From an optimization exercise on the open Yosys and OpenROAD flow, aimed at a short achievable clock period and few clock cycles; shortcuts taken in it are not production practice. Only simulation tests tie the RTL to the original design; equivalence was not proved. Power and IR drop assume default switching activity.

File: flow/config.mk
export PLATFORM = sky130hd
export DESIGN_NAME = core
export DESIGN_NICKNAME = core
export VERILOG_FILES = /design/flow/design.v
export SDC_FILE = /design/flow/constraint.sdc
export NUM_CORES = 4
export LEC_CHECK = 0
export ABC_CLOCK_PERIOD_IN_PS = 2500
export CAP_MARGIN = 20
export CORE_MARGIN = 2
export CORE_UTILIZATION = 40
export PLACE_DENSITY = 0.6
export SETUP_SLACK_MARGIN = 5
export SLEW_MARGIN = 20
File: flow/constraint.sdc
create_clock -name core_clock -period 12.0 [get_ports {clk}]
set_input_delay 2.4000 -clock core_clock [delete_from_list [all_inputs] [get_ports {clk}]]
set_output_delay 2.4000 -clock core_clock [all_outputs]
set_load 0.01 [all_outputs]
File: flow/design.v
module core (
    input  wire         clk,
    input  wire         rst,
    output wire [31:0]  imem_addr,
    input  wire [31:0]  imem_rdata,
    output wire [31:0]  dmem_addr,
    output wire         dmem_we,
    output wire [31:0]  dmem_wdata,
    output wire  [1:0]  dmem_dqm,
    input  wire [31:0]  dmem_rdata
);
reg  [31:0] pc_f;
reg  [31:0] ir_d;
reg  [31:0] pc_d;
reg         v_d;
reg  [31:0] a_e, b_e, s_e, tgt_e, link_e;
reg         fa_m, fa_w, fa_n;
reg         fb_m, fb_w, fb_n;
reg         fs_m, fs_w, fs_n;
reg         r_add, r_sub, r_sll, r_slt, r_sltu, r_xor, r_sr, r_or, r_and, r_link;
reg         sra_e;
reg         c_eq, c_ne, c_lt, c_ge, c_ltu, c_geu, j_e, jalr_e;
reg         wen_e, load_e, store_e;
reg  [4:0]  rd_e;
reg  [2:0]  f3_e;
reg  [31:0] res_m, sd_m;
reg         wen_m, load_m, store_m;
reg  [4:0]  rd_m;
reg  [2:0]  f3_m;
reg  [1:0]  dqm_m;
reg  [31:0] res_w;
reg         wen_w;
reg  [4:0]  rd_w;
reg  [31:0] rf [1:31];
reg  [31:1] rfv;
wire [6:0]  op   = ir_d[6:0];
wire [2:0]  f3   = ir_d[14:12];
wire        f7b  = ir_d[30];
wire [4:0]  rd   = ir_d[11:7];
wire [4:0]  rs1  = ir_d[19:15];
wire [4:0]  rs2  = ir_d[24:20];
wire is_lui   = (op[6:2] == 5'b01101);
wire is_auipc = (op[6:2] == 5'b00101);
wire is_jal   = (op[6:2] == 5'b11011);
wire is_jalr  = (op[6:2] == 5'b11001);
wire is_br    = (op[6:2] == 5'b11000);
wire is_load  = (op[6:2] == 5'b00000);
wire is_store = (op[6:2] == 5'b01000);
wire is_opi   = (op[6:2] == 5'b00100);
wire is_op    = (op[6:2] == 5'b01100);
wire [31:0] imm_i = {{20{ir_d[31]}}, ir_d[31:20]};
wire [31:0] imm_s = {{20{ir_d[31]}}, ir_d[31:25], ir_d[11:7]};
wire [31:0] imm_b = {{20{ir_d[31]}}, ir_d[7], ir_d[30:25], ir_d[11:8], 1'b0};
wire [31:0] imm_u = {ir_d[31:12], 12'b0};
wire [31:0] imm_j = {{12{ir_d[31]}}, ir_d[19:12], ir_d[20], ir_d[30:21], 1'b0};
wire [31:0] imm   = is_store ? imm_s : (is_lui | is_auipc) ? imm_u : imm_i;
wire uses_rs1 = ~(is_lui | is_auipc | is_jal);
wire uses_rs2 = is_op | is_br | is_store;
wire b_reg    = is_op | is_br;
wire writes   = ~(is_br | is_store) & (rd != 5'd0);
wire [31:0] rf1 = (wen_w & (rd_w == rs1)) ? res_w :
                  (rs1 == 5'd0) ? 32'd0 : (rfv[rs1] ? rf[rs1] : 32'd0);
wire [31:0] rf2 = (wen_w & (rd_w == rs2)) ? res_w :
                  (rs2 == 5'd0) ? 32'd0 : (rfv[rs2] ? rf[rs2] : 32'd0);
wire a_hit_e = wen_e & (rd_e == rs1);
wire a_hit_m = wen_m & (rd_m == rs1);
wire b_hit_e = wen_e & (rd_e == rs2);
wire b_hit_m = wen_m & (rd_m == rs2);
wire stall = v_d & load_e & wen_e &
             ((uses_rs1 & (rd_e == rs1)) | (uses_rs2 & (rd_e == rs2)));
wire [31:0] A = ({32{fa_m}} & res_m) | ({32{fa_w}} & res_w) | ({32{fa_n}} & a_e);
wire [31:0] B = ({32{fb_m}} & res_m) | ({32{fb_w}} & res_w) | ({32{fb_n}} & b_e);
wire [31:0] S = ({32{fs_m}} & res_m) | ({32{fs_w}} & res_w) | ({32{fs_n}} & s_e);
wire [31:0] sum_add = A + B;
wire [31:0] sum_sub = A - B;
wire        eq  = (A == B);
wire        lt  = ($signed(A) < $signed(B));
wire        ltu = (A < B);
wire [31:0] sll = A << B[4:0];
wire [32:0] sra_in = {sra_e & A[31], A};
wire [32:0] sr33 = $signed(sra_in) >>> B[4:0];
wire [31:0] res_e = ({32{r_add}}  & sum_add)
                  | ({32{r_sub}}  & sum_sub)
                  | ({32{r_sll}}  & sll)
                  | ({32{r_slt}}  & {31'd0, lt})
                  | ({32{r_sltu}} & {31'd0, ltu})
                  | ({32{r_xor}}  & (A ^ B))
                  | ({32{r_sr}}   & sr33[31:0])
                  | ({32{r_or}}   & (A | B))
                  | ({32{r_and}}  & (A & B))
                  | ({32{r_link}} & link_e);
wire taken = (c_eq & eq) | (c_ne & ~eq) | (c_lt & lt) | (c_ge & ~lt) |
             (c_ltu & ltu) | (c_geu & ~ltu) | j_e;
wire [31:0] target = jalr_e ? sum_add : tgt_e;
wire [31:0] sd_e = (f3_e[1:0] == 2'b00) ? {24'd0, S[7:0]} :
                   (f3_e[1:0] == 2'b01) ? {16'd0, S[15:0]} :
                   (f3_e[1:0] == 2'b10) ? S : 32'd0;
assign dmem_addr  = res_m;
assign dmem_we    = store_m;
assign dmem_wdata = sd_m;
assign dmem_dqm   = dqm_m;
reg [31:0] ld_m;
always @* begin
    case (f3_m)
        3'b000:  ld_m = {{24{dmem_rdata[7]}}, dmem_rdata[7:0]};
        3'b001:  ld_m = {{16{dmem_rdata[15]}}, dmem_rdata[15:0]};
        3'b100:  ld_m = {24'd0, dmem_rdata[7:0]};
        3'b101:  ld_m = {16'd0, dmem_rdata[15:0]};
        default: ld_m = dmem_rdata;
    endcase
end
assign imem_addr = pc_f;
always @(posedge clk or posedge rst) begin
    if (rst) begin
        pc_f <= 32'd0;
        v_d  <= 1'b0;
    end else if (taken) begin
        pc_f <= target;
        v_d  <= 1'b0;
    end else if (!stall) begin
        pc_f <= pc_f + 32'd1;
        v_d  <= 1'b1;
    end
end
always @(posedge clk) begin
    if (!stall) begin
        ir_d <= imem_rdata;
        pc_d <= pc_f;
    end
end
wire go = v_d & ~stall & ~taken;
always @(posedge clk or posedge rst) begin
    if (rst) begin
        r_add <= 1'b0; r_sub <= 1'b0; r_sll <= 1'b0; r_slt <= 1'b0; r_sltu <= 1'b0;
        r_xor <= 1'b0; r_sr <= 1'b0; r_or <= 1'b0; r_and <= 1'b0; r_link <= 1'b0;
        c_eq <= 1'b0; c_ne <= 1'b0; c_lt <= 1'b0; c_ge <= 1'b0; c_ltu <= 1'b0; c_geu <= 1'b0;
        j_e <= 1'b0; jalr_e <= 1'b0;
        wen_e <= 1'b0; load_e <= 1'b0; store_e <= 1'b0;
    end else begin
        r_add  <= go & (is_lui | is_auipc | is_load | is_store |
                        ((is_op | is_opi) & (f3 == 3'b000) & ~(is_op & f7b)));
        r_sub  <= go & is_op & (f3 == 3'b000) & f7b;
        r_sll  <= go & (is_op | is_opi) & (f3 == 3'b001);
        r_slt  <= go & (is_op | is_opi) & (f3 == 3'b010);
        r_sltu <= go & (is_op | is_opi) & (f3 == 3'b011);
        r_xor  <= go & (is_op | is_opi) & (f3 == 3'b100);
        r_sr   <= go & (is_op | is_opi) & (f3 == 3'b101);
        r_or   <= go & (is_op | is_opi) & (f3 == 3'b110);
        r_and  <= go & (is_op | is_opi) & (f3 == 3'b111);
        r_link <= go & (is_jal | is_jalr);
        c_eq   <= go & is_br & (f3 == 3'b000);
        c_ne   <= go & is_br & (f3 == 3'b001);
        c_lt   <= go & is_br & (f3 == 3'b100);
        c_ge   <= go & is_br & (f3 == 3'b101);
        c_ltu  <= go & is_br & (f3 == 3'b110);
        c_geu  <= go & is_br & (f3 == 3'b111);
        j_e    <= go & (is_jal | is_jalr);
        jalr_e <= go & is_jalr;
        wen_e  <= go & writes;
        load_e <= go & is_load;
        store_e <= go & is_store;
    end
end
always @(posedge clk) begin
    a_e    <= is_lui ? 32'd0 : is_auipc ? pc_d : rf1;
    b_e    <= b_reg ? rf2 : imm;
    s_e    <= rf2;
    tgt_e  <= pc_d + (is_jal ? imm_j : imm_b);
    link_e <= pc_d + 32'd1;
    fa_m   <= uses_rs1 & a_hit_e;
    fa_w   <= uses_rs1 & ~a_hit_e & a_hit_m;
    fa_n   <= ~(uses_rs1 & (a_hit_e | a_hit_m));
    fb_m   <= b_reg & b_hit_e;
    fb_w   <= b_reg & ~b_hit_e & b_hit_m;
    fb_n   <= ~(b_reg & (b_hit_e | b_hit_m));
    fs_m   <= b_hit_e;
    fs_w   <= ~b_hit_e & b_hit_m;
    fs_n   <= ~(b_hit_e | b_hit_m);
    sra_e  <= f7b;
    rd_e   <= rd;
    f3_e   <= f3;
end
always @(posedge clk or posedge rst) begin
    if (rst) begin
        wen_m   <= 1'b0;
        load_m  <= 1'b0;
        store_m <= 1'b0;
        wen_w   <= 1'b0;
    end else begin
        wen_m   <= wen_e;
        load_m  <= load_e;
        store_m <= store_e;
        wen_w   <= wen_m;
    end
end
always @(posedge clk) begin
    res_m <= res_e;
    sd_m  <= sd_e;
    rd_m  <= rd_e;
    f3_m  <= f3_e;
    dqm_m <= (f3_e == 3'b001) ? 2'b01 : (f3_e == 3'b010) ? 2'b10 : 2'b00;
    res_w <= load_m ? ld_m : res_m;
    rd_w  <= rd_m;
end
always @(posedge clk) begin
    if (wen_w)
        rf[rd_w] <= res_w;
end
always @(posedge clk or posedge rst) begin
    if (rst)
        rfv <= 31'd0;
    else if (wen_w)
        rfv[rd_w] <= 1'b1;
end
endmodule
File: flow/run.sh
#!/bin/bash
# synth_recipe.tcl (not shown) runs the flow's synth.tcl, then flattens the netlist and writes it again
# the make line also repeats each setting of config.mk as NAME=value (left out here)
make -C /OpenROAD-flow-scripts/flow DESIGN_CONFIG=/design/flow/config.mk WORK_HOME=/design/flow/orfs CLKGATE_MAP_FILE= SYNTH_SCRIPT=/design/flow/synth_recipe.tcl finish
==> results of run 1 <==
==> per-layer routing <==
metal / share of wire (%) / track usage (%)
met1: 38 / 34.6
met2: 48 / 44.0
met3: 8.2 / 4.78
met4: 6.4 / 15.3
met5: 0.013 / 0
==> report_power, final <==
group	leakage (uW)	switching, uW	internal [uW]	total [uW]
Combinational	0.0131	2540	1600	4140
Sequential	0.0133	674	6160	6840
Clock	0.00249	2110	2740	4850
==> sequential cells by signal (all words and copies together) (netlist names), 2 cells and up, named ones only <==
register and count:
sd_m 32, f3_m 3, b_e 32, rd_w 5, rf 992, dqm_m 2
pc_f 32, res_w 32, rfv 31, link_e 32, f3_e 3, rd_m 5
a_e 32, res_m 32, rd_e 5, ir_d 30, s_e 32, pc_d 32
tgt_e 32
==> stage by stage <==
step	setup slack, ns	util, %	cell area (um^2)	power (uW)
3_5_place_dp	6.06	42.9	77800	11000
3_3_place_gp	6.04	42.9	77800	10900
5_1_grt	5.87	45.8	82900	16400
2_1_floorplan	7.32	-	73100	9130
6_report	5.97	45.8	82900	15800
4_1_cts	6.06	45.8	82900	15800
==> worst max-delay path: stages (launching register included) <==
cell,delay [ns]
dfxtp_1,0.29
buf_4,0.24
a222oi_1,1.01
inv_1,0.11
ha_1,0.54
or4_1,0.63
nor2_1,0.21
inv_1,0.12
nor3_1,0.61
a21boi_2,0.36
nor3_1,0.08
nand4bb_2,0.26
buf_4,0.32
or2_1,0.60
nor4_1,0.43
==> area by class of cell <==
cell class,count,share of cell area (%)
well taps,2370,3.58
flip-flops and latches,1441,48.1
multi-input cells,3214,38.0
clock buffers,210,5.16
inverters,127,0.578
diodes,3,0.00905
clock inverters,78,1.03
repair buffers,324,3.51
==> cells in the final DEF (no fill, tap or decap), types with 40 or more instances in the layout <==
cell type,n
inv_1,119
nand2b_1,45
a221oi_1,52
mux4_2,592
nor2_1,301
xor2_1,56
a222oi_1,92
nand2_1,309
mux2i_1,210
a21o_1,40
ha_1,146
xnor2_1,107
mux2_2,99
dfxtp_1,284
buf_4,152
nand3_1,84
a21oi_1,282
clkbuf_16,158
dfrtp_1,87
nor3_1,52
o21ai_0,187
edfxtp_1,1054
clkdlybuf4s50_1,162
==> cells by family after synthesis <==
group	count (synthesis)	share of synthesized area, %
mux	901	22.6
compound gates	987	9.14
flops	1441	54.5
xor+xnor	164	1.97
buf+inv	510	2.75
fa+ha+maj	149	2.58
simple gates	1013	6.43
==> worst max-delay path by stage <==
stage / slack, ns / end / depth (start not counted)
finish: 5.97 / store_e / 14
global route: 5.87 / c_geu / 14
floorplan: 7.32 / c_eq / 1
detailed placement: 6.06 / store_e / 14
CTS: 6.06 / store_e / 14
global placement: 6.04 / store_e / 14
==> results.tsv, run 1 <==
metric	value	unit
status	no timing/DRC/antenna violations	
cts.sinks	1441	
synth_area_leaders	edfxtp_1, mux4_2, dfxtp_1	
fin_crit_sh	50.2	%
synth_nets	5380	
cts_resized	0	
synth_most_common_cell	edfxtp_1	
synth_area	0.0731	mm^2
ir_drop	0.167	mV
fill_cells	15900	
numCtsBuffers	157	
grt.total_usage	27.2	%
fin_cells	7767	
synth.ff_latch_count	1441	
yosys_warnings	1	
synth-seq-area-share	54.5	%
yosysTopAreaCell	edfxtp_1	
cp.arrival	6.70	ns
hold_buffers	0	
clk_pin_slew	0.06	ns
drt_iter0_drc	6637	
grt_pass1_wl	362000	um
dieArea	0.186	mm^2
netlist.area_leader.share	43.3	%
critPathCaptureType	flip-flop	
setup_tns	0	ns
die_h	432	um
clk_path_buf_depth	3	
start_util	40.4	%
grt_max_degree	118	
syn_area_per_cell	14.2	um^2
via_per_inst	6.38	
cts_max_level	4	
clock_skew	0.0390	ns
hold_depth	0	
p_leak	0.0289	uW
register_area	0.0399	mm^2
cts_setup_buffers	0	
reg2reg_to	store_e	
row_count	156	
vias	49500	
path_class	flip-flop to flip-flop	
hold_viol	0	
cts_tree	yes	
worstPathRequired	12.67	ns
path_max_fanout	54	
die_x	432	um
syn2layout_area_growth	13.4	%
timing.hold.ws	0.385	ns
tightest_slew	1.26	ns
drc_errors	0	
firstDrtPassIters	10	
hold_start	store_e	
min_delay_worst_endpoint	store_m	
totalWireLength	257000	um
final_nets	5480	
grt_pass1_vias	48400	
powerDensity	191	mW/mm^2
layout-drive-gt1-share	21.8	%
setup_viol	0	
ys.flop_type	edfxtp_1	
boundaryPins	165	
synth_edf_count	1054	
multi_input_comb_area	0.0316	mm^2
clockRootBuffer	clkbuf_16	
core-area	0.181	mm^2
maxCapViolCount	0	
start_kind	flip-flop	
yosysUniqueCellTypes	92	
fmax	166	MHz
grt_setup_unrepaired	false	
antenna_found_initial	8	
synth_common_cells	edfxtp_1, mux4_2, nor2_1	
post-route-min-period	6.03	ns
place_inst	7472	
clock_latency	0.84	ns
netlist_instances	5165	
ant_nets	0	
slew_headroom	15.9	%
min_path_type	flip-flop to flip-flop	
synthArstFlopShare	6.11	%
ff2ff_path_depth	14	
gp_congestion	0.979	
dp_hpwl	168000	um
gr-total-overflow	0	
slew_viol_final	0	
regToRegStartpoint	fb_m	
post_drt_wl_per_cell	33.0	um
r2r_slack	5.97	ns
critPathLaunch	fb_m	
place.port_buffers	162	
Testbench counts, summed over its fixed seeds: cycles 47,524.
==> inputs of run 2 (changes only) <==
--- a/flow/design.v
+++ b/flow/design.v
@@ -15,2 +15,4 @@
 reg         v_d;
+reg         pred_d;
+reg         kill_q;      
 reg  [31:0] a_e, b_e, s_e, tgt_e, link_e;
@@ -21,3 +23,3 @@
 reg         sra_e;
-reg         c_eq, c_ne, c_lt, c_ge, c_ltu, c_geu, j_e, jalr_e;
+reg         c_eq, c_ne, c_lt, c_ge, c_ltu, c_geu, j_e, jalr_e, pt_e;
 reg         wen_e, load_e, store_e;
@@ -33,2 +35,7 @@
 reg  [4:0]  rd_w;
+localparam BTB_BITS = 4;
+localparam BTB_N    = 1 << BTB_BITS;
+reg  [31:BTB_BITS] btb_tag [0:BTB_N-1];
+reg  [31:0]        btb_tgt [0:BTB_N-1];
+reg  [BTB_N-1:0]   btb_v;
 reg  [31:0] rf [1:31];
@@ -60,2 +67,6 @@
 wire writes   = ~(is_br | is_store) & (rd != 5'd0);
+wire vd       = v_d & ~kill_q;
+wire wen_ex   = wen_e & ~kill_q;
+wire load_ex  = load_e & ~kill_q;
+wire store_ex = store_e & ~kill_q;
 wire [31:0] rf1 = (wen_w & (rd_w == rs1)) ? res_w :
@@ -64,8 +75,11 @@
                   (rs2 == 5'd0) ? 32'd0 : (rfv[rs2] ? rf[rs2] : 32'd0);
-wire a_hit_e = wen_e & (rd_e == rs1);
+wire a_hit_e = wen_ex & (rd_e == rs1);
 wire a_hit_m = wen_m & (rd_m == rs1);
-wire b_hit_e = wen_e & (rd_e == rs2);
+wire b_hit_e = wen_ex & (rd_e == rs2);
 wire b_hit_m = wen_m & (rd_m == rs2);
-wire stall = v_d & load_e & wen_e &
+wire stall = vd & load_ex & wen_ex &
              ((uses_rs1 & (rd_e == rs1)) | (uses_rs2 & (rd_e == rs2)));
+wire [31:0] tgt_d  = pc_d + (is_jal ? imm_j : imm_b);
+wire        pred_j = is_jal | (is_br & ir_d[31]);
+wire        red_d  = vd & ~pred_d & pred_j & ~stall;
 wire [31:0] A = ({32{fa_m}} & res_m) | ({32{fa_w}} & res_w) | ({32{fa_n}} & a_e);
@@ -91,5 +105,6 @@
                   | ({32{r_link}} & link_e);
-wire taken = (c_eq & eq) | (c_ne & ~eq) | (c_lt & lt) | (c_ge & ~lt) |
+wire cond  = (c_eq & eq) | (c_ne & ~eq) | (c_lt & lt) | (c_ge & ~lt) |
              (c_ltu & ltu) | (c_geu & ~ltu) | j_e;
-wire [31:0] target = jalr_e ? sum_add : tgt_e;
+wire taken = ((cond ^ pt_e) | jalr_e) & ~kill_q;
+wire [31:0] target = pt_e ? link_e : jalr_e ? sum_add : tgt_e;
 wire [31:0] sd_e = (f3_e[1:0] == 2'b00) ? {24'd0, S[7:0]} :
@@ -112,12 +127,20 @@
 assign imem_addr = pc_f;
+wire [BTB_BITS-1:0] bi_f = pc_f[BTB_BITS-1:0];
+wire        hit_f = btb_v[bi_f] & (btb_tag[bi_f] == pc_f[31:BTB_BITS]);
 always @(posedge clk or posedge rst) begin
     if (rst) begin
-        pc_f <= 32'd0;
-        v_d  <= 1'b0;
-    end else if (taken) begin
-        pc_f <= target;
-        v_d  <= 1'b0;
-    end else if (!stall) begin
-        pc_f <= pc_f + 32'd1;
-        v_d  <= 1'b1;
+        pc_f   <= 32'd0;
+        v_d    <= 1'b0;
+        pred_d <= 1'b0;
+        kill_q <= 1'b0;
+    end else begin
+        kill_q <= taken;
+        if (taken)
+            pc_f <= target;
+        else if (!stall)
+            pc_f <= red_d ? tgt_d : hit_f ? btb_tgt[bi_f] : pc_f + 32'd1;
+        if (!stall) begin
+            v_d    <= ~red_d;
+            pred_d <= ~red_d & hit_f;
+        end
     end
@@ -130,3 +153,15 @@
 end
-wire go = v_d & ~stall & ~taken;
+always @(posedge clk or posedge rst) begin
+    if (rst)
+        btb_v <= {BTB_N{1'b0}};
+    else if (red_d)
+        btb_v[pc_d[BTB_BITS-1:0]] <= 1'b1;
+end
+always @(posedge clk) begin
+    if (red_d) begin
+        btb_tag[pc_d[BTB_BITS-1:0]] <= pc_d[31:BTB_BITS];
+        btb_tgt[pc_d[BTB_BITS-1:0]] <= tgt_d;
+    end
+end
+wire go = vd & ~stall;
 always @(posedge clk or posedge rst) begin
@@ -136,3 +171,3 @@
         c_eq <= 1'b0; c_ne <= 1'b0; c_lt <= 1'b0; c_ge <= 1'b0; c_ltu <= 1'b0; c_geu <= 1'b0;
-        j_e <= 1'b0; jalr_e <= 1'b0;
+        j_e <= 1'b0; jalr_e <= 1'b0; pt_e <= 1'b0;
         wen_e <= 1'b0; load_e <= 1'b0; store_e <= 1'b0;
@@ -158,2 +193,3 @@
         jalr_e <= go & is_jalr;
+        pt_e   <= go & (pred_d | red_d);
         wen_e  <= go & writes;
@@ -189,5 +225,5 @@
     end else begin
-        wen_m   <= wen_e;
-        load_m  <= load_e;
-        store_m <= store_e;
+        wen_m   <= wen_ex;
+        load_m  <= load_ex;
+        store_m <= store_ex;
         wen_w   <= wen_m;
==> flow/flow/run.sh (new file) <==
#!/bin/bash
set -euo pipefail
MARGIN=${MARGIN:-8.5}
sed "s/SETUP_SLACK_MARGIN=[0-9.]*/SETUP_SLACK_MARGIN=${MARGIN}/" standard.sh > standard_margin.sh
grep -q "SETUP_SLACK_MARGIN=${MARGIN}" standard_margin.sh
bash standard_margin.sh > flow_make.log 2>&1
==> flow/standard.sh (new file) <==
#!/bin/bash
# synth_recipe.tcl (not shown) runs the flow's synth.tcl, then flattens the netlist and writes it again
# the make line also repeats each setting of config.mk as NAME=value (left out here)
make -C /OpenROAD-flow-scripts/flow DESIGN_CONFIG=/design/flow/config.mk WORK_HOME=/design/flow/orfs CLKGATE_MAP_FILE= SYNTH_SCRIPT=/design/flow/synth_recipe.tcl "${@:-finish}"
removed: flow/run.sh
==> results.tsv, run 2 <==
metric	value	unit	change
cpPeakStageDelay	0.83	ns	-0.18 ns
boundaryPins	165		unchanged
netlist_instances	7123		+38%
gr-total-overflow	0		unchanged
synth_xor_xnor_area_share	1.32	%	-0.65 points
yosysUniqueCellTypes	108		+17%
start_util	40.1	%	-0.23 points
cp.arrival	5.73	ns	-0.97 ns
fin_cells	12000		+54%
final_util	51.1	%	+5.3 points
final_nets	8251		+51%
clock_latency	0.96	ns	+0.12 ns
timing.hold.ws	0.355	ns	-0.0296 ns
yosys_warnings	1		unchanged
clk_path_buf_depth	4		+1
path_max_fanout	8		-85%
antenna_found_initial	42		+34
core-area	0.279	mm^2	+54%
gp_congestion	1.00		+2.5%
p_sw_share	35.4	%	+1.7 points
fin_crit_sh	40.8	%	-9.4 points
row_count	194		+24%
path_class	flip-flop to flip-flop		
synth_area	0.112	mm^2	+53%
drt_iter0_drc	12200		+83%
synth_compound_area_share	7.42	%	-1.7 points
via_per_inst	6.48		+1.6%
cts_max_level	4		unchanged
multi_input_comb_area	0.0442	mm^2	+40%
tightest_slew	1.23	ns	-0.0321 ns
maxCapViolCount	0		unchanged
dieArea	0.284	mm^2	+53%
firstDrtPassIters	14		+4
place_inst	10700		+43%
clk_pin_slew	0.07	ns	about the same
cp_common_cell	buf_12		
die_h	533	um	+24%
ir_drop	0.176	mV	+5.3%
path_cells	buf_12 -> a222oi_1 -> inv_1 -> ha_4 -> or4_4 -> or3_4 -> o221ai_4 -> o21ai_4 -> mux2i_4 -> mux2i_4 -> nor2_4 -> buf_12 -> buf_12 -> or2_4 -> o21ai_1 -> a221o_1		
synth_nets	7342		+36%
grt_pass1_vias	73500		+52%
synth_area_leaders	edfxtp_1, mux4_2, dfxtp_1		
layout_common_cells	edfxtp_1, mux4_2, buf_4, nor2_1, nand2_1		
internal-power	20200	uW	+93%
crit_slowest_cell	a222oi_1		
clock_skew	0.0989	ns	+0.0598 ns
dp_hpwl	242000	um	+44%
drc_errors	0		unchanged
cts_tree	yes		
p_leak	0.0497	uW	+72%
numCtsBuffers	249		+59%
fill_cells	22300		+40%
totalWireLength	448000	um	+75%
grt_pass1_wl	585000	um	+62%
grt_max_degree	99		-16%
top_register	rf		
clockPowerShare	25.4	%	-5.2 points
layout-drive-gt1-share	36.8	%	+15 points
min_path_type	flip-flop to flip-flop		
worstPathRequired	12.83	ns	+0.16 ns
largest_register_ffs	992		unchanged
hold_viol	0		unchanged
critPathCaptureType	flip-flop		
synthArstFlopShare	4.42	%	-1.7 points
synth-seq-area-share	61.8	%	+7.3 points
synth_top_family_by_area	multiplexers		
synthSimpleGateAreaFrac	5.26	%	-1.2 points
slew_headroom	18.1	%	+2.1 points
fmax	204	MHz	+23%
power	31300	uW	+98%
post_drt_wl_per_cell	37.4	um	+13%
yosysTopAreaCell	edfxtp_1		
syn_area_per_cell	15.7	um^2	+11%
syn2layout_area_growth	27.2	%	
register_area	0.0695	mm^2	+74%
grt.total_usage	29.3	%	+2.1 points
die_x	533	um	+24%
start_kind	flip-flop		
post-route-min-period	4.90	ns	-1.13 ns
ant_nets	0		unchanged
clockRootBuffer	clkbuf_16		
muxShareOfSynthArea	20.1	%	-2.5 points
switchingPower	11100	uW	+110%
p_comb_share	37.7	%	+12 points
synth_most_common_cell	edfxtp_1		
setup_tns	0	ns	unchanged
cts.sinks	2420		+68%
slew_viol_final	0		unchanged
synthAdderAreaFrac	1.73	%	-0.85 points
p_seq_share	37.0	%	-6.2 points
ys.flop_type	edfxtp_1		
vias	77600		+57%
place.port_buffers	162		unchanged
layout_commonest_cell	edfxtp_1		
synth_common_cells	edfxtp_1, mux4_2, nor2_1		
grt_setup_unrepaired	true		
setup_viol	0		unchanged
synth_edf_count	2014		+91%
netlist.area_leader.share	54.0	%	+11 points
status	no timing/DRC/antenna violations		
synth.ff_latch_count	2420		+68%
powerDensity	220	mW/mm^2	+15%
run 2: cell count changes in the layout (fill, tap and decap cells not counted), moves of 77 or more:
cell | before | now
buf_6 | 0 | 232
clkbuf_16 | 158 | 308
nor2_1 | 301 | 412
buf_4 | 152 | 466
edfxtp_1 | 1054 | 2014
dfxtp_1 | 284 | 203
mux4_2 | 592 | 838
buf_16 | 0 | 77
clkdlybuf4s50_1 | 162 | 63
buf_12 | 6 | 169
run 2: layout make-up:
class | instances | area share (%)
diodes | 12 | 0.0211
clock buffers | 310 | 4.71
clock inverters | 146 | 1.09
inverters | 149 | 0.420
multi-input cells | 4073 | 31.0
flip-flops and latches | 2420 | 48.8
well taps | 3724 | 3.27
repair buffers | 1139 | 10.7
run 2: cells by family after synthesis:
kind of cell               count (synthesis)
adders and majority gates                153
and+or+nand+nor                         1275
muxes                                   1194
buffers and inverters                    650
DFF                                     2420
xor gates and xnor gates                 168
AOI/OAI and AO/OA                       1263
run 2: path summary, 6_finish.rpt:
check	startpoint	to	slack, ns	cells past startpoint
max in group asynchronous	rst	pc_f[9]	8.77	3
min in group asynchronous	rst	rfv[20]	1.97	2
worst max-delay path	fb_w	pc_f[17]	7.10	16
worst min register to register	rd_m[0]	rd_w[0]	0.36	0
worst min-delay path	rd_m[0]	rd_w[0]	0.36	0
worst max register to register	fb_w	pc_f[17]	7.10	16
run 2: power groups by stage:
stage	Combinational [uW]	Sequential, uW	Clock (uW)
after detailed placement	7720	11900	0
after CTS	10200	11500	7960
after global placement	7600	11900	0
final	11800	11600	7950
after floorplan	4620	11500	0
after global routing	12000	11600	8330
run 2: worst max-delay path: cells and delay by family (launching register included):
kind / cells / cell delay, ns
AOI/OAI and AO/OA: 5 / 1.66
and+or+nand+nor: 4 / 1.31
buffers and inverters: 4 / 0.62
muxes: 2 / 0.54
DFF: 1 / 0.37
adders and majority gates: 1 / 0.28
run 2: routing by layer:
| metal | part of all wire, % | GRT usage [%] | vias up |
|---|---|---|---|
| li1 | - | - | 30600 |
| met1 | 34 | 35.9 | 39900 |
| met2 | 46 | 46.9 | 5480 |
| met3 | 11 | 6.65 | 1596 |
| met4 | 8.5 | 18.5 | 20 |
| met5 | 0.033 | 0 | - |
run 2: stage by stage:
step                      cell area (um^2)  setup slack [ns]
after floorplan                     113000              7.79
after global placement              119000              5.95
after detailed placement            119000              5.86
after CTS                           137000              7.32
after global routing                142000              7.10
final                               142000              7.10
run 2: what timing repair did:
item	4_1_cts	5_1_grt
hold buffers	0	0
pin swaps	186	159
gates resized for setup	1374	394
gates cloned	89	77
setup buffers	448	170
endpoints found under the setup margin	1922	1733
Testbench counts of run 2, summed over its fixed seeds: cycles 44,340.
==> inputs of run 3 (changes only) <==
--- a/flow/design.v
+++ b/flow/design.v
@@ -35,7 +35,2 @@
 reg  [4:0]  rd_w;
-localparam BTB_BITS = 4;
-localparam BTB_N    = 1 << BTB_BITS;
-reg  [31:BTB_BITS] btb_tag [0:BTB_N-1];
-reg  [31:0]        btb_tgt [0:BTB_N-1];
-reg  [BTB_N-1:0]   btb_v;
 reg  [31:0] rf [1:31];
@@ -81,5 +76,2 @@
              ((uses_rs1 & (rd_e == rs1)) | (uses_rs2 & (rd_e == rs2)));
-wire [31:0] tgt_d  = pc_d + (is_jal ? imm_j : imm_b);
-wire        pred_j = is_jal | (is_br & ir_d[31]);
-wire        red_d  = vd & ~pred_d & pred_j & ~stall;
 wire [31:0] A = ({32{fa_m}} & res_m) | ({32{fa_w}} & res_w) | ({32{fa_n}} & a_e);
@@ -127,4 +119,8 @@
 assign imem_addr = pc_f;
-wire [BTB_BITS-1:0] bi_f = pc_f[BTB_BITS-1:0];
-wire        hit_f = btb_v[bi_f] & (btb_tag[bi_f] == pc_f[31:BTB_BITS]);
+wire [31:0] fi      = imem_rdata;
+wire        f_jal   = (fi[6:2] == 5'b11011);
+wire        f_bb    = (fi[6:2] == 5'b11000) & fi[31];
+wire [31:0] tgt_fj  = pc_f + {{12{fi[31]}}, fi[19:12], fi[20], fi[30:21], 1'b0};
+wire [31:0] tgt_fb  = pc_f + {{20{fi[31]}}, fi[7], fi[30:25], fi[11:8], 1'b0};
+wire [31:0] pc_inc  = pc_f + 32'd1;
 always @(posedge clk or posedge rst) begin
@@ -140,6 +136,6 @@
         else if (!stall)
-            pc_f <= red_d ? tgt_d : hit_f ? btb_tgt[bi_f] : pc_f + 32'd1;
+            pc_f <= f_jal ? tgt_fj : f_bb ? tgt_fb : pc_inc;
         if (!stall) begin
-            v_d    <= ~red_d;
-            pred_d <= ~red_d & hit_f;
+            v_d    <= 1'b1;
+            pred_d <= f_jal | f_bb;
         end
@@ -151,14 +147,2 @@
         pc_d <= pc_f;
-    end
-end
-always @(posedge clk or posedge rst) begin
-    if (rst)
-        btb_v <= {BTB_N{1'b0}};
-    else if (red_d)
-        btb_v[pc_d[BTB_BITS-1:0]] <= 1'b1;
-end
-always @(posedge clk) begin
-    if (red_d) begin
-        btb_tag[pc_d[BTB_BITS-1:0]] <= pc_d[31:BTB_BITS];
-        btb_tgt[pc_d[BTB_BITS-1:0]] <= tgt_d;
     end
@@ -193,3 +177,3 @@
         jalr_e <= go & is_jalr;
-        pt_e   <= go & (pred_d | red_d);
+        pt_e   <= go & pred_d;
         wen_e  <= go & writes;
==> results.tsv, run 3 <==
metric	value	unit	change
ys.flop_type	edfxtp_1		
cts_tree	yes		
start_kind	flip-flop		
dieArea	0.195	mm^2	-31%
clock_skew	0.0588	ns	-0.0401 ns
p_comb_share	31.4	%	-6.3 points
p_seq_share	40.1	%	+3.1 points
drt_iter0_drc	7640		-37%
grt_max_degree	96		-3.0%
synth.ff_latch_count	1444		-40%
hold_depth	0		unchanged
setup_viol	0		unchanged
clock_latency	0.84	ns	-0.12 ns
dp_slack	5.91	ns	+0.0519 ns
switchingPower	5760	uW	-48%
gr-total-overflow	0		unchanged
totalWireLength	291000	um	-35%
grt.total_usage	28.9	%	-0.31 points
slew_viol_final	0		unchanged
clk_path_buf_depth	3		-1
slew_headroom	30.5	%	+12 points
largest_register_ffs	992		unchanged
post-route-min-period	4.81	ns	-0.0886 ns
synth_common_cells	edfxtp_1, mux4_2, nor2_1		
setup_tns	0	ns	unchanged
syn_area_per_cell	13.1	um^2	-17%
p_sw_share	34.6	%	-0.78 points
synth_nets	6106		-17%
layout-drive-gt1-share	30.8	%	-6.0 points
cp.arrival	5.49	ns	-0.24 ns
hold_buffers	0		unchanged
clockRootBuffer	clkbuf_16		
layout_commonest_cell	edfxtp_1		
numCtsBuffers	158		-37%
synth-seq-area-share	52.1	%	-9.7 points
path_max_fanout	32		+24
p_leak	0.0330	uW	-34%
final_nets	6518		-21%
path_class	flip-flop to flip-flop		
synth_edf_count	1054		-48%
netlist.area_leader.share	41.3	%	-13 points
fill_cells	16400		-26%
cts.sinks	1444		-40%
antenna_found_initial	8		-81%
synth_most_common_cell	edfxtp_1		
grt_setup_unrepaired	true		
core-area	0.190	mm^2	-32%
cts_max_level	4		unchanged
synthArstFlopShare	6.30	%	+1.9 points
hold_viol	0		unchanged
critPathCaptureType	flip-flop		
tightest_slew	1.04	ns	-0.187 ns
status	no timing/DRC/antenna violations		
post_drt_wl_per_cell	32.7	um	-13%
setup_ws	7.19	ns	+0.0886 ns
synth_area	0.0766	mm^2	-32%
worstPathRequired	12.68	ns	-0.15 ns
start_util	40.3	%	+0.17 points
yosys_warnings	1		unchanged
grt_pass1_vias	55100		-25%
fmax	208	MHz	+1.8%
die_h	442	um	-17%
syn2layout_area_growth	21.0	%	
synth_area_leaders	edfxtp_1, mux4_2, dfxtp_1		
ir_drop	0.164	mV	-6.7%
drc_errors	0		unchanged
firstDrtPassIters	9		-5
ant_nets	0		unchanged
netlist_instances	5847		-18%
ff2ff_path_depth	17		+1
gp_congestion	0.979		-2.4%
dp_hpwl	182000	um	-25%
internal-power	10900	uW	-46%
yosysUniqueCellTypes	92		-15%
via_per_inst	6.39		-1.3%
fin_crit_sh	40.1	%	-0.74 points
clockPowerShare	28.5	%	+3.1 points
top_register	rf		
layout_common_cells	edfxtp_1, mux4_2, nor2_1, a21oi_1, buf_4		
grt_pass1_wl	407000	um	-31%
final_util	48.7	%	-2.3 points
row_count	160		-18%
maxCapViolCount	0		unchanged
yosysTopAreaCell	edfxtp_1		
powerDensity	179	mW/mm^2	-18%
die_x	442	um	-17%
boundaryPins	165		unchanged
vias	56900		-27%
clk_pin_slew	0.07	ns	about the same
min_path_type	flip-flop to flip-flop		
place.port_buffers	162		unchanged
[run 3: cell types whose count changed after synthesis, moves of 24 or more]
cell | before | now
ha_1 | 150 | 188
mux2i_1 | 299 | 247
mux2_2 | 54 | 30
edfxtp_1 | 2014 | 1054
a21oi_1 | 383 | 434
mux4_2 | 838 | 591
buf_2 | 56 | 12
[run 3: through the flow]
step	total power, uW	cells	area, um^2	hold WS, ns
after detailed placement	10900	8255	81800	0.373
after CTS	16300	8812	91000	0.371
after global placement	10900	8255	81800	0.384
after global routing	17200	8901	92700	0.391
final	16600	8904	92700	0.380
after floorplan	9170	5847	77400	0.343
[run 3: logic make-up (layout without fill, tap and decap cells)]
logic type	after synthesis	count (layout)	share of synthesized area, %
flops	1444	1444	52.1
compound gates	1324	1325	11.2
simple gates	1275	1275	7.61
mux	875	875	21.1
buf+inv	566	1108	2.84
fa+ha+maj	193	193	3.20
xor+xnor	169	169	1.93
other cells	1	4	0.00489
[run 3: timing repair]
item / CTS / global route
endpoints found under the setup margin: 377 / 274
buffers inserted: 255 / 83
gates cloned: 11 / 4
pin swaps: 81 / 83
resized for setup: 972 / 235
[run 3: cell type report]
cell class,count,area [um^2],area share [%]
well taps,2511,3140,3.39
multi-input cells,3838,36900,39.9
flip-flops and latches,1444,40200,43.4
repair buffers,673,6730,7.26
clock buffers,208,4270,4.60
clock inverters,83,754,0.814
diodes,3,7.51,0.00810
inverters,144,613,0.661
[run 3: final timing paths]
kind / from / to / slack, ns
max in group asynchronous: rst / pc_f[21] / 8.86
worst max register to register: fa_m / pc_f[6] / 7.19
min in group asynchronous: rst / rfv[1] / 2.03
worst min register to register: f3_e[2] / f3_m[2] / 0.38
worst max-delay path: fa_m / pc_f[6] / 7.19
worst min-delay path: f3_e[2] / f3_m[2] / 0.38
[run 3: power groups by stage]
stage	combinational, uW	clock, uW	sequential, uW
final	5220	4740	6670
after CTS	4870	4790	6650
after global routing	5530	5000	6680
after detailed placement	4040	0	6860
after floorplan	2710	0	6460
after global placement	4030	0	6850
[run 3: per-layer routing]
| metal | vias up | wire length (um) | global-route usage (%) |
|---|---|---|---|
| met3 | 780 | 25500 | 5.46 |
| met2 | 3163 | 137000 | 46.5 |
| li1 | 23900 | - | - |
| met5 | - | 50 | 0 |
| met4 | 8 | 23100 | 19.5 |
| met1 | 29100 | 105000 | 35.7 |
[run 3: critical path: stages (launching register included)]
cell and delay (ns):
dfxtp_2 0.32, buf_12 0.16, a222oi_1 0.34, buf_4 0.21, inv_1 0.14, ha_4 0.28
or4_4 0.57, nor4_4 0.34, nor4b_4 0.32, mux2i_1 0.22, nand2b_1 0.09, or4_4 0.43
o31ai_4 0.08, buf_12 0.16, a21oi_4 0.06, or3_4 0.41, buf_12 0.18, mux2_4 0.30
Testbench counts of run 3, summed over its fixed seeds: cycles 42,738.
==> inputs of run 4 (changes only) <==
--- a/flow/design.v
+++ b/flow/design.v
@@ -12,6 +12,2 @@
 reg  [31:0] pc_f;
-reg  [31:0] ir_d;
-reg  [31:0] pc_d;
-reg         v_d;
-reg         pred_d;
 reg         kill_q;      
@@ -37,8 +33,9 @@
 reg  [31:1] rfv;
-wire [6:0]  op   = ir_d[6:0];
-wire [2:0]  f3   = ir_d[14:12];
-wire        f7b  = ir_d[30];
-wire [4:0]  rd   = ir_d[11:7];
-wire [4:0]  rs1  = ir_d[19:15];
-wire [4:0]  rs2  = ir_d[24:20];
+wire [31:0] fi = imem_rdata;
+wire [6:0]  op   = fi[6:0];
+wire [2:0]  f3   = fi[14:12];
+wire        f7b  = fi[30];
+wire [4:0]  rd   = fi[11:7];
+wire [4:0]  rs1  = fi[19:15];
+wire [4:0]  rs2  = fi[24:20];
 wire is_lui   = (op[6:2] == 5'b01101);
@@ -52,7 +49,7 @@
 wire is_op    = (op[6:2] == 5'b01100);
-wire [31:0] imm_i = {{20{ir_d[31]}}, ir_d[31:20]};
-wire [31:0] imm_s = {{20{ir_d[31]}}, ir_d[31:25], ir_d[11:7]};
-wire [31:0] imm_b = {{20{ir_d[31]}}, ir_d[7], ir_d[30:25], ir_d[11:8], 1'b0};
-wire [31:0] imm_u = {ir_d[31:12], 12'b0};
-wire [31:0] imm_j = {{12{ir_d[31]}}, ir_d[19:12], ir_d[20], ir_d[30:21], 1'b0};
+wire [31:0] imm_i = {{20{fi[31]}}, fi[31:20]};
+wire [31:0] imm_s = {{20{fi[31]}}, fi[31:25], fi[11:7]};
+wire [31:0] imm_b = {{20{fi[31]}}, fi[7], fi[30:25], fi[11:8], 1'b0};
+wire [31:0] imm_u = {fi[31:12], 12'b0};
+wire [31:0] imm_j = {{12{fi[31]}}, fi[19:12], fi[20], fi[30:21], 1'b0};
 wire [31:0] imm   = is_store ? imm_s : (is_lui | is_auipc) ? imm_u : imm_i;
@@ -62,3 +59,2 @@
 wire writes   = ~(is_br | is_store) & (rd != 5'd0);
-wire vd       = v_d & ~kill_q;
 wire wen_ex   = wen_e & ~kill_q;
@@ -74,3 +70,3 @@
 wire b_hit_m = wen_m & (rd_m == rs2);
-wire stall = vd & load_ex & wen_ex &
+wire stall = load_ex & wen_ex &
              ((uses_rs1 & (rd_e == rs1)) | (uses_rs2 & (rd_e == rs2)));
@@ -119,3 +115,2 @@
 assign imem_addr = pc_f;
-wire [31:0] fi      = imem_rdata;
 wire        f_jal   = (fi[6:2] == 5'b11011);
@@ -128,4 +123,2 @@
         pc_f   <= 32'd0;
-        v_d    <= 1'b0;
-        pred_d <= 1'b0;
         kill_q <= 1'b0;
@@ -137,15 +130,5 @@
             pc_f <= f_jal ? tgt_fj : f_bb ? tgt_fb : pc_inc;
-        if (!stall) begin
-            v_d    <= 1'b1;
-            pred_d <= f_jal | f_bb;
-        end
     end
 end
-always @(posedge clk) begin
-    if (!stall) begin
-        ir_d <= imem_rdata;
-        pc_d <= pc_f;
-    end
-end
-wire go = vd & ~stall;
+wire go = ~stall;
 always @(posedge clk or posedge rst) begin
@@ -177,3 +160,3 @@
         jalr_e <= go & is_jalr;
-        pt_e   <= go & pred_d;
+        pt_e   <= go & (f_jal | f_bb);
         wen_e  <= go & writes;
@@ -184,7 +167,7 @@
 always @(posedge clk) begin
-    a_e    <= is_lui ? 32'd0 : is_auipc ? pc_d : rf1;
+    a_e    <= is_lui ? 32'd0 : is_auipc ? pc_f : rf1;
     b_e    <= b_reg ? rf2 : imm;
     s_e    <= rf2;
-    tgt_e  <= pc_d + (is_jal ? imm_j : imm_b);
-    link_e <= pc_d + 32'd1;
+    tgt_e  <= is_jal ? tgt_fj : tgt_fb;
+    link_e <= pc_inc;
     fa_m   <= uses_rs1 & a_hit_e;
==> results.tsv, run 4 <==
metric	value	unit	change
numCtsBuffers	150		-5.1%
dieArea	0.186	mm^2	-4.4%
layout_common_cells	edfxtp_1, mux4_2, buf_4, nor2_1, nand2_1		
via_per_inst	6.62		+3.5%
ant_nets	0		unchanged
synth_edf_count	992		-5.9%
totalWireLength	308000	um	+5.7%
post-route-min-period	4.61	ns	-0.199 ns
path_max_fanout	16		-50%
min_path_type	flip-flop to flip-flop		
drt_iter0_drc	8555		+12%
grt.total_usage	32.0	%	+3.1 points
core-area	0.182	mm^2	-4.0%
synth_area	0.0732	mm^2	-4.5%
synth.ff_latch_count	1370		-5.1%
slew_viol_final	0		unchanged
grt_max_degree	65		-32%
netlist_instances	5493		-6.1%
final_nets	6328		-2.9%
clk_path_buf_depth	3		unchanged
grt_setup_unrepaired	true		
cts.sinks	1370		-5.1%
synth_most_common_cell	edfxtp_1		
ir_drop	0.169	mV	+2.9%
place.port_buffers	162		unchanged
synthArstFlopShare	6.50	%	+0.19 points
fin_crit_sh	38.4	%	-1.7 points
maxCapViolCount	0		unchanged
syn_area_per_cell	13.3	um^2	+1.7%
yosys_warnings	1		unchanged
powerDensity	194	mW/mm^2	+8.3%
dp_hpwl	176000	um	-3.7%
ys.flop_type	edfxtp_1		
status	no timing/DRC/antenna violations		
gr-total-overflow	0		unchanged
yosysUniqueCellTypes	106		+15%
clk_pin_slew	0.06	ns	about the same
p_leak	0.0338	uW	+2.4%
row_count	157		-1.9%
tightest_slew	1.33	ns	+0.286 ns
clock_latency	0.82	ns	-0.02 ns
antenna_found_initial	20		+12
synth_area_leaders	edfxtp_1, mux4_2, dfxtp_1		
drc_errors	0		unchanged
grt_pass1_wl	421000	um	+3.5%
fmax	217	MHz	+4.3%
worstPathRequired	12.68	ns	about the same
syn2layout_area_growth	29.6	%	
dp_slack	5.30	ns	-0.605 ns
clockRootBuffer	clkbuf_16		
setup_viol	0		unchanged
start_kind	flip-flop		
top_register	rf		
layout-drive-gt1-share	39.8	%	+9.0 points
netlist.area_leader.share	40.7	%	-0.62 points
layout_commonest_cell	edfxtp_1		
synth_nets	5720		-6.3%
vias	57000		+0.18%
synth-seq-area-share	51.6	%	-0.46 points
setup_ws	7.39	ns	+0.199 ns
critPathCaptureType	flip-flop		
hold_viol	0		unchanged
grt_pass1_vias	54600		-0.92%
yosysTopAreaCell	edfxtp_1		
synth_common_cells	edfxtp_1, mux4_2, nor2_1		
start_util	40.1	%	-0.17 points
firstDrtPassIters	12		+3
die_h	432	um	-2.2%
boundaryPins	165		unchanged
hold_buffers	0		unchanged
clock_skew	0.0456	ns	-0.0133 ns
cp.arrival	5.29	ns	-0.20 ns
post_drt_wl_per_cell	35.7	um	+9.3%
die_x	432	um	-2.2%
setup_tns	0	ns	unchanged
gp_congestion	1.02		+3.6%
slew_headroom	10.2	%	-20 points
path_class	flip-flop to flip-flop		
cts_tree	yes		
cts_max_level	4		unchanged
largest_register_ffs	992		unchanged
## run 4: changes by cell type after synthesis, sizes merged, moves of 18 or more
cell / change
o21ai: -18
xnor2: -26
a2bb2oi: +31
edfxtp: -62
mux2i: -25
ha: -31
buf: +25
a21oi: -119
nor2: -64
## run 4: path summary, 6_finish.rpt
| path | endpoint | from | cells after the start | slack, ns |
|---|---|---|---|---|
| hold / removal | rd_w[3] | rd_m[3] | 0 | 0.38 |
| min in group asynchronous | store_m | rst | 2 | 2.05 |
| max in group asynchronous | pc_f[13] | rst | 3 | 8.79 |
| hold reg to reg | rd_w[3] | rd_m[3] | 0 | 0.38 |
| setup reg to reg | pc_f[8] | fa_w | 18 | 7.39 |
| setup / recovery | pc_f[8] | fa_w | 18 | 7.39 |
## run 4: stage by stage
| stage | total power, uW | cells | instance area [um^2] | hold WS [ns] | utilization (%) |
|---|---|---|---|---|---|
| floorplan | 9550 | 5493 | 75000 | 0.351 | - |
| global route | 18900 | 8611 | 94900 | 0.402 | 52.0 |
| detailed placement | 11600 | 7752 | 78500 | 0.384 | 43.0 |
| finish | 18400 | 8617 | 94900 | 0.385 | 52.0 |
| global placement | 11500 | 7752 | 78500 | 0.382 | 43.0 |
| CTS | 17700 | 8461 | 92100 | 0.382 | 50.5 |
## run 4: final cells by class
type                            instances  area [um^2]
Antenna cell                           12         30.0
Clock inverter                         76          669
Sequential cell                      1370        38100
Inverter                              131          549
Timing Repair Buffer                  891        10700
Clock buffer                          195         4050
Tap cell                             2385         2980
Multi-Input combinational cell       3557        37800
Fill cell                           14900        87600
## run 4: what timing repair did
item,4_1_cts,5_1_grt
setup endpoints to repair,389,393
cloned,70,10
setup buffers,368,131
pin swaps,196,159
gates resized for setup,1464,297
## run 4: layer usage
layer	vias to the layer above	global-route usage [%]	share of wire, %
met5	-	0	0.033
met4	14	24.9	9.6
met3	973	6.69	9.8
met2	3818	49.6	46
met1	29100	39.3	35
li1	23100	-	-
## run 4: cells by family after synthesis
kind of cell	after synthesis	synth area share [%]
fa+ha+maj	161	2.79
flops	1370	51.6
xor+xnor	155	1.86
compound gates	1240	11.7
buf+inv	568	3.16
simple gates	1146	7.11
mux	853	21.8
## run 4: report_power, final
group | internal (uW) | switching (uW)
registers | 5950 | 741
clock network | 2510 | 2000
logic | 3220 | 4020
## run 4: worst max-delay path: stages, from the launching register on
cell and delay [ns]:
dfxtp_4 0.39, bufbuf_16 0.31, a222oi_1 0.33, buf_4 0.24, inv_2 0.07, ha_4 0.28, nor4_4 0.29, nand2_2 0.16
nor4_4 0.24, buf_6 0.18, nand4_1 0.41, mux2i_1 0.28, nand2b_1 0.12, o21bai_1 0.15, or3b_4 0.45, buf_12 0.17
buf_12 0.13, a211oi_4 0.21, a21oi_2 0.05
Testbench counts of run 4, summed over its fixed seeds: cycles 40,254.
==> inputs of run 5 (changes only) <==
--- a/flow/design.v
+++ b/flow/design.v
@@ -17,2 +17,3 @@
 reg         fs_m, fs_w, fs_n;
+reg         k_same, k_mw, k_mb, k_wm, k_wb, k_am, k_aw, k_ab;
 reg         r_add, r_sub, r_sll, r_slt, r_sltu, r_xor, r_sr, r_or, r_and, r_link;
@@ -70,2 +71,8 @@
 wire b_hit_m = wen_m & (rd_m == rs2);
+wire a_m_n = uses_rs1 & a_hit_e;
+wire a_w_n = uses_rs1 & ~a_hit_e & a_hit_m;
+wire a_n_n = ~(uses_rs1 & (a_hit_e | a_hit_m));
+wire b_m_n = b_reg & b_hit_e;
+wire b_w_n = b_reg & ~b_hit_e & b_hit_m;
+wire b_n_n = ~(b_reg & (b_hit_e | b_hit_m));
 wire stall = load_ex & wen_ex &
@@ -77,5 +84,24 @@
 wire [31:0] sum_sub = A - B;
-wire        eq  = (A == B);
-wire        lt  = ($signed(A) < $signed(B));
-wire        ltu = (A < B);
+wire eq_mw = (res_m == res_w), ltu_mw = (res_m < res_w);
+wire eq_mb = (res_m == b_e),   ltu_mb = (res_m < b_e);
+wire eq_wb = (res_w == b_e),   ltu_wb = (res_w < b_e);
+wire eq_am = (a_e == res_m),   ltu_am = (a_e < res_m);
+wire eq_aw = (a_e == res_w),   ltu_aw = (a_e < res_w);
+wire eq_ab = (a_e == b_e),     ltu_ab = (a_e < b_e);
+wire ltu_wm = ~ltu_mw & ~eq_mw;
+wire lt_mw = (res_m[31] ^ res_w[31]) ? res_m[31] : ltu_mw;
+wire lt_mb = (res_m[31] ^ b_e[31])   ? res_m[31] : ltu_mb;
+wire lt_wb = (res_w[31] ^ b_e[31])   ? res_w[31] : ltu_wb;
+wire lt_wm = (res_m[31] ^ res_w[31]) ? res_w[31] : ltu_wm;
+wire lt_am = (a_e[31] ^ res_m[31])   ? a_e[31]   : ltu_am;
+wire lt_aw = (a_e[31] ^ res_w[31])   ? a_e[31]   : ltu_aw;
+wire lt_ab = (a_e[31] ^ b_e[31])     ? a_e[31]   : ltu_ab;
+wire eq  = k_same | (k_mw & eq_mw) | (k_mb & eq_mb) | (k_wm & eq_mw) | (k_wb & eq_wb) |
+           (k_am & eq_am) | (k_aw & eq_aw) | (k_ab & eq_ab);
+wire ltu = (k_mw & ltu_mw) | (k_mb & ltu_mb) | (k_wm & ltu_wm) | (k_wb & ltu_wb) |
+           (k_am & ltu_am) | (k_aw & ltu_aw) | (k_ab & ltu_ab);
+wire lt  = (k_mw & lt_mw) | (k_mb & lt_mb) | (k_wm & lt_wm) | (k_wb & lt_wb) |
+           (k_am & lt_am) | (k_aw & lt_aw) | (k_ab & lt_ab);
+wire [31:0] jt = ({32{fa_m}} & (res_m + b_e)) | ({32{fa_w}} & (res_w + b_e)) |
+                 ({32{fa_n}} & (a_e + b_e));
 wire [31:0] sll = A << B[4:0];
@@ -96,3 +122,3 @@
 wire taken = ((cond ^ pt_e) | jalr_e) & ~kill_q;
-wire [31:0] target = pt_e ? link_e : jalr_e ? sum_add : tgt_e;
+wire [31:0] target = pt_e ? link_e : jalr_e ? jt : tgt_e;
 wire [31:0] sd_e = (f3_e[1:0] == 2'b00) ? {24'd0, S[7:0]} :
@@ -172,8 +198,16 @@
     link_e <= pc_inc;
-    fa_m   <= uses_rs1 & a_hit_e;
-    fa_w   <= uses_rs1 & ~a_hit_e & a_hit_m;
-    fa_n   <= ~(uses_rs1 & (a_hit_e | a_hit_m));
-    fb_m   <= b_reg & b_hit_e;
-    fb_w   <= b_reg & ~b_hit_e & b_hit_m;
-    fb_n   <= ~(b_reg & (b_hit_e | b_hit_m));
+    fa_m   <= a_m_n;
+    fa_w   <= a_w_n;
+    fa_n   <= a_n_n;
+    fb_m   <= b_m_n;
+    fb_w   <= b_w_n;
+    fb_n   <= b_n_n;
+    k_same <= (a_m_n & b_m_n) | (a_w_n & b_w_n);
+    k_mw   <= a_m_n & b_w_n;
+    k_mb   <= a_m_n & b_n_n;
+    k_wm   <= a_w_n & b_m_n;
+    k_wb   <= a_w_n & b_n_n;
+    k_am   <= a_n_n & b_m_n;
+    k_aw   <= a_n_n & b_w_n;
+    k_ab   <= a_n_n & b_n_n;
     fs_m   <= b_hit_e;
==> results.tsv, run 5 <==
metric	value	unit	change
path_class	input pin to flip-flop		
p_leak	0.0383	uW	+13%
powerDensity	197	mW/mm^2	+1.3%
muxShareOfSynthArea	19.3	%	-2.5 points
worstPathRequired	12.73	ns	+0.05 ns
cp_common_cell	o211ai_1		
cpPeakStageDelay	0.39	ns	-0.06 ns
yosysUniqueCellTypes	90		-15%
via_per_inst	6.65		+0.40%
grt_setup_unrepaired	true		
drc_errors	0		unchanged
synth_top_family_by_area	multiplexers		
yosys_warnings	1		unchanged
start_util	40.2	%	+0.11 points
synth_area_leaders	edfxtp_1, mux4_2, dfxtp_1		
maxCapViolCount	0		unchanged
synth_common_cells	edfxtp_1, mux4_2, nor2_1		
post-route-min-period	4.71	ns	+0.104 ns
clockPowerShare	23.1	%	-1.4 points
p_sw_share	39.5	%	+2.8 points
layout_commonest_cell	edfxtp_1		
post_drt_wl_per_cell	35.7	um	about the same
netlist_instances	6783		+23%
ant_nets	0		unchanged
layout_common_cells	edfxtp_1, mux4_2, nor2_1, buf_4, nand2_1		
internal-power	12400	uW	+6.1%
cp.arrival	5.44	ns	+0.15 ns
p_seq_share	32.7	%	-3.6 points
totalWireLength	364000	um	+18%
synth_compound_area_share	13.9	%	+2.2 points
top_register	rf		
row_count	166		+5.7%
crit_slowest_cell	a221o_1		
fill_cells	17300		+16%
slew_viol_final	0		unchanged
synth_xor_xnor_area_share	2.14	%	+0.27 points
synthArstFlopShare	6.46	%	-0.038 points
path_max_fanout	4		-12
start_kind	input pin		
die_h	458	um	+6.0%
largest_register_ffs	992		unchanged
cp_top_family	compound AO/OA/AOI/OAI gates		
final_nets	7895		+25%
core-area	0.205	mm^2	+12%
syn2layout_area_growth	26.3	%	
clock_skew	0.0454	ns	-0.000149 ns
netlist.area_leader.share	36.2	%	-4.5 points
cts_max_level	4		unchanged
drt_iter0_drc	10000		+17%
grt.total_usage	33.7	%	+1.6 points
syn_area_per_cell	12.1	um^2	-9.0%
min_path_type	flip-flop to flip-flop		
slew_headroom	17.2	%	+7.0 points
firstDrtPassIters	9		-3
boundaryPins	165		unchanged
place.port_buffers	162		unchanged
grt_max_degree	72		+11%
synth-seq-area-share	46.1	%	-5.5 points
synth_area	0.0823	mm^2	+12%
fmax	212	MHz	-2.2%
power	20500	uW	+11%
hold_buffers	0		unchanged
die_x	458	um	+6.0%
synth.ff_latch_count	1378		+0.58%
critPathCaptureType	flip-flop		
gr-total-overflow	0		unchanged
setup_viol	0		unchanged
synth_nets	7298		+28%
cts.sinks	1378		+0.58%
synthSimpleGateAreaFrac	8.20	%	+1.1 points
dp_hpwl	222000	um	+27%
status	no timing/DRC/antenna violations		
ir_drop	0.139	mV	-18%
hold_viol	0		unchanged
ys.flop_type	edfxtp_1		
clock_latency	0.85	ns	+0.03 ns
tightest_slew	1.24	ns	-0.0867 ns
vias	67800		+19%
yosysTopAreaCell	edfxtp_1		
p_comb_share	44.2	%	+4.9 points
dieArea	0.209	mm^2	+12%
grt_pass1_vias	65800		+20%
worst-path-buf-inv	3		-3
fin_crit_sh	39.3	%	+0.86 points
antenna_found_initial	27		+35%
synth_most_common_cell	edfxtp_1		
clockRootBuffer	clkbuf_16		
cts_tree	yes		
clk_pin_slew	0.07	ns	about the same
synth_edf_count	992		unchanged
clk_path_buf_depth	3		unchanged
gp_congestion	0.971		-4.3%
switchingPower	8090	uW	+20%
setup_tns	0	ns	unchanged
numCtsBuffers	154		+2.7%
layout-drive-gt1-share	32.6	%	-7.2 points
synthAdderAreaFrac	6.89	%	+4.1 points
path_cells	buf_16 -> ha_4 -> inv_2 -> fa_2 -> nand2b_4 -> a221o_1 -> a21oi_4 -> o211ai_1 -> buf_4 -> nand3b_1 -> a21oi_4 -> nor3_2 -> mux2_4 -> o211ai_1 -> o211ai_1 -> mux2_4		
grt_pass1_wl	500000	um	+19%
[run 5: cell types whose count changed after synthesis, moves of 32 or more]
| cell | previous run | this run |
|---|---|---|
| nand4_1 | 18 | 54 |
| o21a_1 | 11 | 49 |
| ha_1 | 157 | 442 |
| buf_1 | 42 | 79 |
| nor2_1 | 415 | 514 |
| o21ai_0 | 264 | 349 |
| buf_2 | 83 | 34 |
| a21oi_1 | 306 | 441 |
| a21o_1 | 46 | 78 |
| xnor2_1 | 87 | 127 |
| nand2_1 | 354 | 413 |
| inv_1 | 128 | 309 |
[run 5: area by class of cell]
type	instances	area, um^2	area share (%)
Multi-Input combinational cell	4668	45800	44.0
Sequential cell	1378	38300	36.9
Timing Repair Buffer	863	10300	9.90
Clock buffer	197	4200	4.04
Tap cell	2688	3360	3.23
Inverter	314	1260	1.21
Clock inverter	83	727	0.699
Antenna cell	6	15.0	0.0144
Timing Repair inverter	1	8.76	0.00842
[run 5: what timing repair did]
action	CTS	global route
setup buffers	365	100
endpoints found under the setup margin	383	399
gates cloned	67	3
pin swaps	180	166
gates resized for setup	1458	250
[run 5: cell families after synthesis]
group	count (synthesis)
and+or+nand+nor	1452
DFF	1378
muxes	857
adders and majority gates	449
buffers and inverters	750
AOI/OAI and AO/OA	1696
xor gates and xnor gates	201
[run 5: worst reg2reg max path: stages (launching register included)]
cell,delay [ns]
dfxtp_1,0.52
inv_1,0.17
ha_1,0.41
nand2b_1,0.08
o311a_1,0.18
o311ai_2,0.30
nand2_1,0.20
a211oi_4,0.35
o211ai_1,0.18
a211oi_1,0.32
xor2_1,0.15
a222oi_1,1.03
a31oi_1,0.19
mux2_4,0.30
[run 5: path summary, 6_finish.rpt]
check	start	to	slack (ns)	depth (start not counted)
min in group asynchronous	rst	rfv[21]	2.05	2
min reg2reg	rd_e[2]	rd_m[2]	0.40	0
min	rd_e[2]	rd_m[2]	0.40	0
max reg2reg	b_e[2]	pc_f[17]	7.52	13
max	imem_rdata[21]	pc_f[25]	7.29	16
max in group asynchronous	rst	jalr_e	8.81	3
[run 5: layer usage]
layer / routed length [um] / vias up / GRT usage (%)
li1: - / 27900 / -
met1: 129000 / 34500 / 41.3
met2: 166000 / 4289 / 53.7
met3: 35900 / 1070 / 6.26
met4: 32300 / 16 / 23.9
met5: 128 / - / 0
[run 5: per-stage QoR]
step | setup WS, ns | std cells | utilization [%] | cell area, um^2 | hold WS [ns]
after global routing | 7.26 | 10200 | 50.8 | 104000 | 0.413
after detailed placement | 5.36 | 9376 | 43.2 | 88300 | 0.392
final | 7.29 | 10200 | 50.8 | 104000 | 0.402
after CTS | 7.37 | 10100 | 49.9 | 102000 | 0.403
after floorplan | 6.63 | 6783 | - | 84400 | 0.351
after global placement | 5.34 | 9373 | 43.2 | 88300 | 0.395
[run 5: power groups by stage]
stage	clock network (uW)	registers, uW	logic (uW)
floorplan	0	6590	4230
global placement	0	6970	6480
detailed placement	0	6990	6520
CTS	4750	6680	8260
global route	4950	6690	9490
finish	4730	6690	9050
Testbench counts of run 5, summed over its fixed seeds: cycles 40,254.
==> inputs of run 6 (changes only) <==
--- a/flow/design.v
+++ b/flow/design.v
@@ -63,6 +63,12 @@
 wire store_ex = store_e & ~kill_q;
-wire [31:0] rf1 = (wen_w & (rd_w == rs1)) ? res_w :
-                  (rs1 == 5'd0) ? 32'd0 : (rfv[rs1] ? rf[rs1] : 32'd0);
-wire [31:0] rf2 = (wen_w & (rd_w == rs2)) ? res_w :
-                  (rs2 == 5'd0) ? 32'd0 : (rfv[rs2] ? rf[rs2] : 32'd0);
+wire [32*32-1:0] rnext;
+assign rnext[31:0] = 32'd0;
+genvar gi;
+generate
+    for (gi = 1; gi < 32; gi = gi + 1) begin : g_rnext
+        assign rnext[gi*32 +: 32] = (wen_w & (rd_w == gi)) ? res_w : (rfv[gi] ? rf[gi] : 32'd0);
+    end
+endgenerate
+wire [31:0] rf1 = rnext[rs1*32 +: 32];
+wire [31:0] rf2 = rnext[rs2*32 +: 32];
 wire a_hit_e = wen_ex & (rd_e == rs1);
==> results.tsv, run 6 <==
metric	value	unit	change
crit_slowest_cell	a222oi_1		
dp_hpwl	290000	um	+31%
clockRootBuffer	clkbuf_16		
drt_iter0_drc	15900		+59%
firstDrtPassIters	13		+4
hold_buffers	0		unchanged
grt_pass1_wl	693000	um	+39%
start_kind	flip-flop		
cp_common_cell	buf_4		
netlist.area_leader.share	31.8	%	-4.4 points
slew_viol_final	0		unchanged
status	no timing/DRC/antenna violations		
worstPathRequired	12.78	ns	+0.05 ns
layout_common_cells	edfxtp_1, a21oi_1, nor2_1, buf_4, nand2_1		
largest_register_ffs	992		unchanged
drc_errors	0		unchanged
dieArea	0.238	mm^2	+14%
cp.arrival	5.40	ns	-0.04 ns
clock_latency	0.88	ns	+0.03 ns
via_per_inst	7.14		+7.5%
grt.total_usage	41.5	%	+7.8 points
clk_pin_slew	0.06	ns	about the same
gr-total-overflow	0		unchanged
layout_commonest_cell	edfxtp_1		
cp_num_cells	19		+3
setup_tns	0	ns	unchanged
post-route-min-period	4.62	ns	-0.0869 ns
start_util	40.2	%	about the same
totalWireLength	512000	um	+41%
powerDensity	210	mW/mm^2	+6.9%
hold_viol	0		unchanged
cts_tree	yes		
timing.hold.ws	0.394	ns	-0.00813 ns
ir_drop	0.188	mV	+35%
synth-seq-area-share	40.6	%	-5.6 points
maxCapViolCount	0		unchanged
die_h	488	um	+6.6%
cts_max_level	4		unchanged
multi_input_comb_area	0.0556	mm^2	+21%
clock_skew	0.0482	ns	+0.00282 ns
fill_cells	20100		+16%
numCtsBuffers	159		+3.2%
synth.ff_latch_count	1378		unchanged
critPathLaunch	fa_w		
netlist_instances	9472		+40%
layout-drive-gt1-share	28.4	%	-4.2 points
row_count	177		+6.6%
reg2reg_to	res_m[28]		
core-area	0.233	mm^2	+14%
syn2layout_area_growth	29.0	%	
cts.sinks	1378		unchanged
syn_area_per_cell	9.88	um^2	-19%
path_max_fanout	6		+2
tightest_slew	1.37	ns	+0.126 ns
setup_ws	7.38	ns	+0.0869 ns
yosysTopAreaCell	edfxtp_1		
fin_area	0.121	mm^2	+16%
p_leak	0.0452	uW	+18%
final_nets	10500		+33%
yosysUniqueCellTypes	88		-2.2%
synth_area	0.0936	mm^2	+14%
ant_nets	0		unchanged
r2r_slack	7.38	ns	-0.14 ns
ys.flop_type	edfxtp_1		
gp_congestion	1.02		+5.4%
ff2ff_path_depth	19		+6
synth_area_leaders	edfxtp_1, mux4_2, dfxtp_1		
clk_path_buf_depth	3		unchanged
critPathCaptureType	flip-flop		
synthArstFlopShare	6.46	%	unchanged
cp_top_family	compound AO/OA/AOI/OAI gates		
-- run 6: final cells by class --
cell class                      instances  area share, %
Inverter                              349           1.36
Tap cell                             3043           3.15
Multi-Input combinational cell       6865           46.1
Antenna cell                           34         0.0705
Timing Repair inverter                  3         0.0218
Clock buffer                          202           3.62
Sequential cell                      1378           31.8
Timing Repair Buffer                 1227           13.2
Clock inverter                         87          0.749
-- run 6: where the power goes --
part	switching, uW	internal [uW]	leakage [uW]	total [uW]
logic	8250	5270	0.0299	13500
registers	884	5960	0.0127	6840
clock network	2210	2840	0.00256	5050
total	11300	14100	0.0452	25400
-- run 6: cell families (layout without fill, tap and decap cells) --
group | count (synthesis) | after routing | share of synthesized area (%)
compound gates | 2850 | 2850 | 19.3
fa+ha+maj | 444 | 444 | 5.99
simple gates | 2744 | 2753 | 14.2
flops | 1378 | 1378 | 40.6
buf+inv | 1238 | 1868 | 5.01
xor+xnor | 201 | 201 | 1.88
other cells | 0 | 34 | 0
mux | 617 | 617 | 13.1
-- run 6: per-layer routing --
metal,share of wire [%],track usage [%],vias to the layer above
met5,0.040,0,-
met4,10,33.7,26
met3,15,16.3,2453
met2,42,61.2,8673
met1,32,47.7,45600
li1,-,-,37400
-- run 6: metrics by stage --
step / cells / total power, uW / utilization, %
global route: 13200 / 25800 / 51.9
finish: 13200 / 25400 / 51.9
detailed placement: 12000 / 16600 / 42.4
global placement: 12000 / 16500 / 42.4
floorplan: 9472 / 12700 / -
CTS: 13000 / 24000 / 50.6
-- run 6: repair_timing --
item                                    in CTS  in global routing
setup buffers                              537                134
pin swaps                                  236                202
cloned                                     138                  6
endpoints found under the setup margin     592                380
gates resized for setup                   1799                373
endpoints found under the hold margin        0                  0
-- run 6: worst min path at each step --
stage,from,end,slack [ns],depth (start not counted)
floorplan,f3_e[2],f3_m[2],0.35,0
global placement,rd_e[3],rd_m[3],0.38,0
detailed placement,rd_e[4],rd_m[4],0.38,0
CTS,rd_e[4],rd_m[4],0.39,0
global route,rd_m[2],rd_w[2],0.41,0
finish,rd_e[0],rd_m[0],0.39,0
Testbench counts of run 6, summed over its fixed seeds: cycles 40,254.

Check on run 6: ideal ports give 7.375 ns setup slack; a clkbuf_16 on the clock port and buf_2 on the inputs give 7.329 ns; moving port delays by the midpoint clock arrival (0.956 ns) as well gives 6.373 ns.
